What follows belongs to an exercise in optimizing a design on an open flow for small area and a short achievable clock period; a production flow would make more cautious choices.
Where RTL was checked, it was by simulation tests only, not by an equivalence proof against the original.
No activity file was given, so power comes from the tool's default toggle rates.

## south
==> flow/design.v <==
module timer_top
( input wire sys_clk,
  input wire sys_rst_n,
  input wire tim_pwrite,
  input wire tim_psel,
  input wire tim_penable,
  input wire [11:0] tim_paddr,
  input wire [31:0] tim_pwdata,
  input wire [3:0] tim_pstrb,
  input wire dbg_mode,
  output wire [31:0] tim_prdata,
  output wire tim_int,
  output wire tim_pready,
  output wire tim_pslverr
);
reg wait_state;
wire acc = tim_psel & tim_penable;
always @(posedge sys_clk)
  wait_state <= acc;
assign tim_pready = acc & wait_state;
reg [7:0] sel;
wire a_ok = (tim_paddr[11:5] == 7'd0) & (tim_paddr[1:0] == 2'd0);
always @(posedge sys_clk)
  sel <= {8{a_ok}} & (8'd1 << tim_paddr[4:2]);
wire s_tcr   = sel[0];
wire s_tdr0  = sel[1];
wire s_tdr1  = sel[2];
wire s_tcmp0 = sel[3];
wire s_tcmp1 = sel[4];
wire s_tier  = sel[5];
wire s_tisr  = sel[6];
wire s_thcsr = sel[7];
reg wr;
always @(posedge sys_clk or negedge sys_rst_n)
  if (!sys_rst_n) wr <= 1'b0;
  else            wr <= tim_psel & ~tim_pready & tim_pwrite;
wire [3:0] st = tim_pstrb;
wire [31:0] wd = tim_pwdata;
reg        timer_en, div_en, halt_req, int_en, int_st, timer_en_pre;
reg  [3:0] div_val;
reg  [7:0] p;
wire halt_ack = halt_req & dbg_mode;
wire err_cond = (timer_en & st[0] & (wd[1] != div_en)) |
                (timer_en & st[1] & (wd[11:8] != div_val)) |
                (st[1] & (wd[11:8] > 4'd8));
reg err_q;
always @(posedge sys_clk)
  err_q <= err_cond;
wire wr_tcr = wr & s_tcr & ~err_q;
assign tim_pslverr = err_q & s_tcr & wr;
always @(posedge sys_clk or negedge sys_rst_n) begin
  if (!sys_rst_n) begin
    timer_en <= 1'b0;
    div_en   <= 1'b0;
    div_val  <= 4'd1;
    halt_req <= 1'b0;
    int_en   <= 1'b0;
  end else begin
    if (wr_tcr & st[0]) begin
      timer_en <= wd[0];
      div_en   <= wd[1];
    end
    if (wr_tcr & st[1]) div_val <= wd[11:8];
    if (wr & s_tier & st[0])  int_en   <= wd[0];
    if (wr & s_thcsr & st[0]) halt_req <= wd[0];
  end
end
reg init;
always @(posedge sys_clk or negedge sys_rst_n)
  if (!sys_rst_n) init <= 1'b0;
  else            init <= 1'b1;
wire [31:0] wd_c = wd | {32{~init}};
reg [63:0] tcmp;
genvar b;
generate for (b = 0; b < 4; b = b + 1) begin : g_tcmp
  always @(posedge sys_clk) begin
    if (~init | (wr & s_tcmp0 & st[b])) tcmp[8*b+7:8*b]     <= wd_c[8*b+7:8*b];
    if (~init | (wr & s_tcmp1 & st[b])) tcmp[8*b+39:8*b+32] <= wd_c[8*b+7:8*b];
  end
end endgenerate
function [7:0] lim;
  input [3:0] d;
  case (d)
    4'd1: lim = 8'd1;
    4'd2: lim = 8'd3;
    4'd3: lim = 8'd7;
    4'd4: lim = 8'd15;
    4'd5: lim = 8'd31;
    4'd6: lim = 8'd63;
    4'd7: lim = 8'd127;
    4'd8: lim = 8'd255;
    default: lim = 8'd0;
  endcase
endfunction
wire ph = (p == lim(div_val));
wire p_rst = ~timer_en | ~div_en | ph;
wire [7:0] p_inc;
assign p_inc[0] = ~p[0];
genvar i;
generate for (i = 1; i < 8; i = i + 1) begin : g_pinc
  assign p_inc[i] = p[i] ^ (&p[i-1:0]);
end endgenerate
always @(posedge sys_clk) begin
  if (!halt_ack) p <= p_rst ? 8'd0 : p_inc;
end
wire       te_nxt = (wr_tcr & st[0]) ? wd[0]    : timer_en;
wire       de_nxt = (wr_tcr & st[0]) ? wd[1]    : div_en;
wire [3:0] dv_nxt = (wr_tcr & st[1]) ? wd[11:8] : div_val;
reg tick0;
always @(posedge sys_clk or negedge sys_rst_n)
  if (!sys_rst_n) tick0 <= 1'b0;
  else            tick0 <= te_nxt & (~de_nxt | (dv_nxt == 4'd0));
wire cnt_en = ~halt_ack & (tick0 | (timer_en & ph));
always @(posedge sys_clk)
  timer_en_pre <= timer_en;
wire cnt_clr = timer_en_pre & ~timer_en;
wire wr_tdr0 = wr & s_tdr0;
wire wr_tdr1 = wr & s_tdr1;
wire inc = cnt_en & ~wr_tdr0 & ~wr_tdr1;
reg cnt_v;
always @(posedge sys_clk or negedge sys_rst_n)
  if (!sys_rst_n) cnt_v <= 1'b0;
  else            cnt_v <= ~cnt_clr;
reg [63:0] cnt_q;
wire [63:0] cnt = cnt_q & {64{cnt_v}};
wire [15:0] g4;
wire [15:0] gp;    
generate for (i = 0; i < 16; i = i + 1) begin : g_grp
  assign g4[i] = &cnt_q[4*i+3:4*i];
  if (i == 0) begin : g0
    assign gp[i] = 1'b1;
  end else begin : gn
    assign gp[i] = &g4[i-1:0];
  end
end endgenerate
wire [63:0] tog;
generate for (i = 0; i < 64; i = i + 1) begin : g_tog
  if (i % 4 == 0) begin : j0
    assign tog[i] = inc & gp[i/4];
  end else begin : jn
    assign tog[i] = inc & gp[i/4] & (&cnt_q[i-1:(i/4)*4]);
  end
end endgenerate
wire [63:0] cnt_inc = cnt_v ? (cnt_q ^ tog) : {63'd0, inc};
generate for (b = 0; b < 4; b = b + 1) begin : g_cnt
  always @(posedge sys_clk) begin
    cnt_q[8*b+7:8*b]     <= (wr_tdr0 & st[b]) ? wd[8*b+7:8*b] : cnt_inc[8*b+7:8*b];
    cnt_q[8*b+39:8*b+32] <= (wr_tdr1 & st[b]) ? wd[8*b+7:8*b] : cnt_inc[8*b+39:8*b+32];
  end
end endgenerate
wire int_set = init & (cnt_v ? (cnt_q == tcmp) : (tcmp == 64'd0));
wire int_clr_req = wr & s_tisr & st[0] & wd[0];
always @(posedge sys_clk or negedge sys_rst_n)
  if (!sys_rst_n) int_st <= 1'b0;
  else            int_st <= int_st ? ~int_clr_req : int_set;
assign tim_int = int_en & int_st;
reg rs_tdr0, rs_tdr1;
always @(posedge sys_clk) begin
  rs_tdr0 <= a_ok & (tim_paddr[4:2] == 3'd1) & ~cnt_clr;
  rs_tdr1 <= a_ok & (tim_paddr[4:2] == 3'd2) & ~cnt_clr;
end
assign tim_prdata =
    ({32{s_tcr}}   & {20'b0, div_val, 6'b0, div_en, timer_en}) |
    ({32{rs_tdr0}} & cnt_q[31:0]) |
    ({32{rs_tdr1}} & cnt_q[63:32]) |
    ({32{s_tcmp0}} & tcmp[31:0]) |
    ({32{s_tcmp1}} & tcmp[63:32]) |
    ({32{s_tier}}  & {31'b0, int_en}) |
    ({32{s_tisr}}  & {31'b0, int_st}) |
    ({32{s_thcsr}} & {30'b0, halt_ack, halt_req});
endmodule
export LEC_CHECK = 0
export CAP_MARGIN = 20
export CORE_MARGIN = 2
export CORE_UTILIZATION = 40
export CTS_BUF_LIST = sky130_fd_sc_hd__clkbuf_8
export SETUP_SLACK_MARGIN = 2.2
export SLEW_MARGIN = 20
create_clock -name core_clock -period 5.0 [get_ports {sys_clk}]
standard.sh (not shown) runs the stock make flow with config.mk's settings and CLKGATE_MAP_FILE= SYNTH_SCRIPT=/design/flow/synth_recipe.tcl, a recipe that flattens the netlist after the stock synthesis.
==> flow/flow/run.sh <==
#!/bin/bash
# Layout: the standard flow's synthesis script with its own ABC mapping script, then
# the standard flow for the remaining steps, with plain buffers on the
# ports. Each tool's output goes to a log file here.
set -euo pipefail
HERE=$(pwd)
export OWN_ABC_SCRIPT=$HERE/flow/abc_map.script
make -C $FLOW_HOME DESIGN_CONFIG=$FLOW_CONFIG WORK_HOME=$HERE/orfs CLKGATE_MAP_FILE= \
  SYNTH_SCRIPT=$HERE/flow/synth_own.tcl synth > $HERE/synth.log 2>&1
bash standard.sh "BUFFER_PORTS_ARGS=-buffer_cell sky130_fd_sc_hd__buf_2" finish > $HERE/standard.log 2>&1
==> flow/flow/abc_map.script <==
&get -n
&st
&dch
&nf
&st
&syn2
&if -g -K 6
&synch2
&nf
&st
&syn2
&if -g -K 6
&synch2
&nf
&st
&syn2
&if -g -K 6
&synch2
&nf
&st
&syn2
&if -g -K 6
&synch2
&nf
&st
&syn2
&if -g -K 6
&synch2
&nf
&put
topo
stime -c
upsize -c
dnsize -c
==> flow/flow/synth_own.tcl <==
# synth_recipe.tcl, with ABC's cell mapping run by flow/abc_map.script (ORFS's
# speed script without ABC's own buffering) and without the slow a222oi
# cell; the layout flow buffers and sizes.
proc synth {args} { yosys synth -nofsm -noshare {*}$args }
proc abc {args} {
  set i [lsearch -exact $args -script]
  if {$i >= 0} { lset args [expr {$i + 1}] $::env(OWN_ABC_SCRIPT) }
  lappend args -dont_use sky130_fd_sc_hd__a222oi_1
  yosys abc {*}$args
}
source $::env(SCRIPTS_DIR)/synth.tcl
# left out here: clear keep_hierarchy, flatten, clean up, hide names made inside functions, write 1_2_yosys.v
Setup changes, south to west
- SETUP_SLACK_MARGIN now 2.4, was 2.2
- CORE_UTILIZATION now 60, was 40
==> flow/flow/abc_map.script <==
&get -n
&st
&dch -f
&nf
&put
topo
-- flow/flow/synth_own.tcl --
<<< south, line 1
# synth_recipe.tcl, with ABC's cell mapping run by flow/abc_map.script (ORFS's
# speed script without ABC's own buffering) and without the slow a222oi
# cell; the layout flow buffers and sizes.
>>> west, line 1
# synth_recipe.tcl, with ABC's cell mapping run by flow/abc_map.script (a
# delay-oriented mapping without ABC's restructuring and buffering) and
# without the slow a222oi cell; the layout flow buffers and sizes.
## What came out
- Cell area after synthesis, south and west, lower one = west.
- The switching share of power reported for west is smaller than that of south by 0.55 points.
- Per the comparison of west with south, total power decreased by about 1.9% relative to the old numbers; relative slew slack increased by 8.6 points relative to the old numbers; die area decreased by 35% relative to the old numbers; share of cell area taken by muxes after synthesis closely matched the old numbers.
No functional check of the RTL was part of any run of this note.

---

## v6
timer_top, a different RTL version from the one above (not shown whole).
For scale: about 820 cells after synthesis, about 160 flip-flops, ~8300 um2 of cells after synthesis.
clock: 5.0 ns
lec_check: 0
cap_margin: 20
core_margin: 2
core_utilization: 40
setup_slack_margin: 2.0
slew_margin: 20
==> flow/flow/run.sh <==
#!/bin/bash
# Layout: the standard flow's synthesis script with an area-oriented ABC mapping script,
# then the standard flow for the remaining steps, with plain buffers on
# the ports.
set -euo pipefail
HERE=$(pwd)
export AREA_ABC_SCRIPT=$HERE/flow/abc_area.script
make -C $FLOW_HOME DESIGN_CONFIG=$FLOW_CONFIG WORK_HOME=$HERE/orfs CLKGATE_MAP_FILE= \
  SYNTH_SCRIPT=$HERE/flow/synth_area.tcl synth > $HERE/synth.log 2>&1
bash standard.sh "BUFFER_PORTS_ARGS=-buffer_cell sky130_fd_sc_hd__buf_2" finish > $HERE/standard.log 2>&1
==> flow/flow/abc_area.script <==
&get -n
&st
&syn2
&dch -f
&nf -a -R 1000
&put
topo
==> flow/flow/synth_area.tcl <==
# synth_recipe.tcl with ABC's cell mapping run by an area-oriented script
proc synth {args} { yosys synth -nofsm -noshare {*}$args }
proc abc {args} {
  set i [lsearch -exact $args -script]
  if {$i >= 0} { lset args [expr {$i + 1}] $::env(AREA_ABC_SCRIPT) }
  yosys abc {*}$args
}
source $::env(SCRIPTS_DIR)/synth.tcl
# left out here: clear keep_hierarchy, flatten, clean up, hide names made inside functions, write 1_2_yosys.v
The inputs of v7 differ from those of v6 as listed below.
==> flow/run.sh (new file) <==
#!/bin/bash
# synth_recipe.tcl (not shown) runs the flow's synth.tcl, then flattens the netlist and writes it again
# the make line also repeats each setting of config.mk as NAME=value (left out here)
make -C /OpenROAD-flow-scripts/flow DESIGN_CONFIG=/design/flow/config.mk WORK_HOME=/design/flow/orfs CLKGATE_MAP_FILE= SYNTH_SCRIPT=/design/flow/synth_recipe.tcl finish
removed: flow/flow/run.sh
removed: flow/flow/abc_area.script
removed: flow/flow/synth_area.tcl
removed: flow/standard.sh
### Flow results
Compared with v6, average wire per cell in the routed design in v7 increased by a little under 10%.
v7 vs. v6: number of non-clock inverters in the layout grew by 15; cell-internal power shows an increase of 2.8%.
Taking v6 as the reference point, the fraction of synthesized area in multiplexers of v7 rises by 0.84 points.
Final critical-path share of the clock period: v7 vs v6 down 2.3 points
Compared with v6, v7 shows a lower path length in cells of the critical path.
Compared with v6, in v7 sequential share of cell area dropped 4.9 points, number of placed instances with taps included increased about 13%.

what the ideal ports hide:
The results above use ideal ports. As a check the final layouts listed here were re-extracted and re-timed, cells and wires unchanged. Step 1 (the two cells are an assumption about what drives the block):
set clk [get_ports {sys_clk}]
set_driving_cell -lib_cell sky130_fd_sc_hd__clkbuf_16 $clk
set_driving_cell -lib_cell sky130_fd_sc_hd__buf_2 [delete_from_list [all_inputs] $clk]
Step 2 also shifts input and output timing later by t, the mid clock arrival at the registers, as if the neighbouring blocks saw the same clock. a / b / c = ideal ports / drivers / drivers and shift; a / b = the first two.
run	t (ns)	setup slack, ns	worst hold slack (ns)	latest minus earliest clock arrival (ns)	worst data-port slew with drivers (ns)
south	0.521	2.073 / 2.073 / 1.716	0.401 / 0.380 / 0.515	0.012 / 0.012	0.04
west	0.524	2.014 / 2.014 / 1.923	0.383 / 0.367 / 0.532	0.017 / 0.017	0.04
v6	0.463	1.934 / 1.934 / 1.668	0.518 / 0.518 / 0.518	0.010 / 0.010	0.07
v7	0.481	2.047 / 2.000 / 1.646	0.532 / 0.532 / 0.532	0.008 / 0.008	0.04
After both steps setup and hold are still met in every run listed. For v7, which loses most, drivers alone change the setup slack by -0.047 ns; drivers and shift together by -0.401 ns.
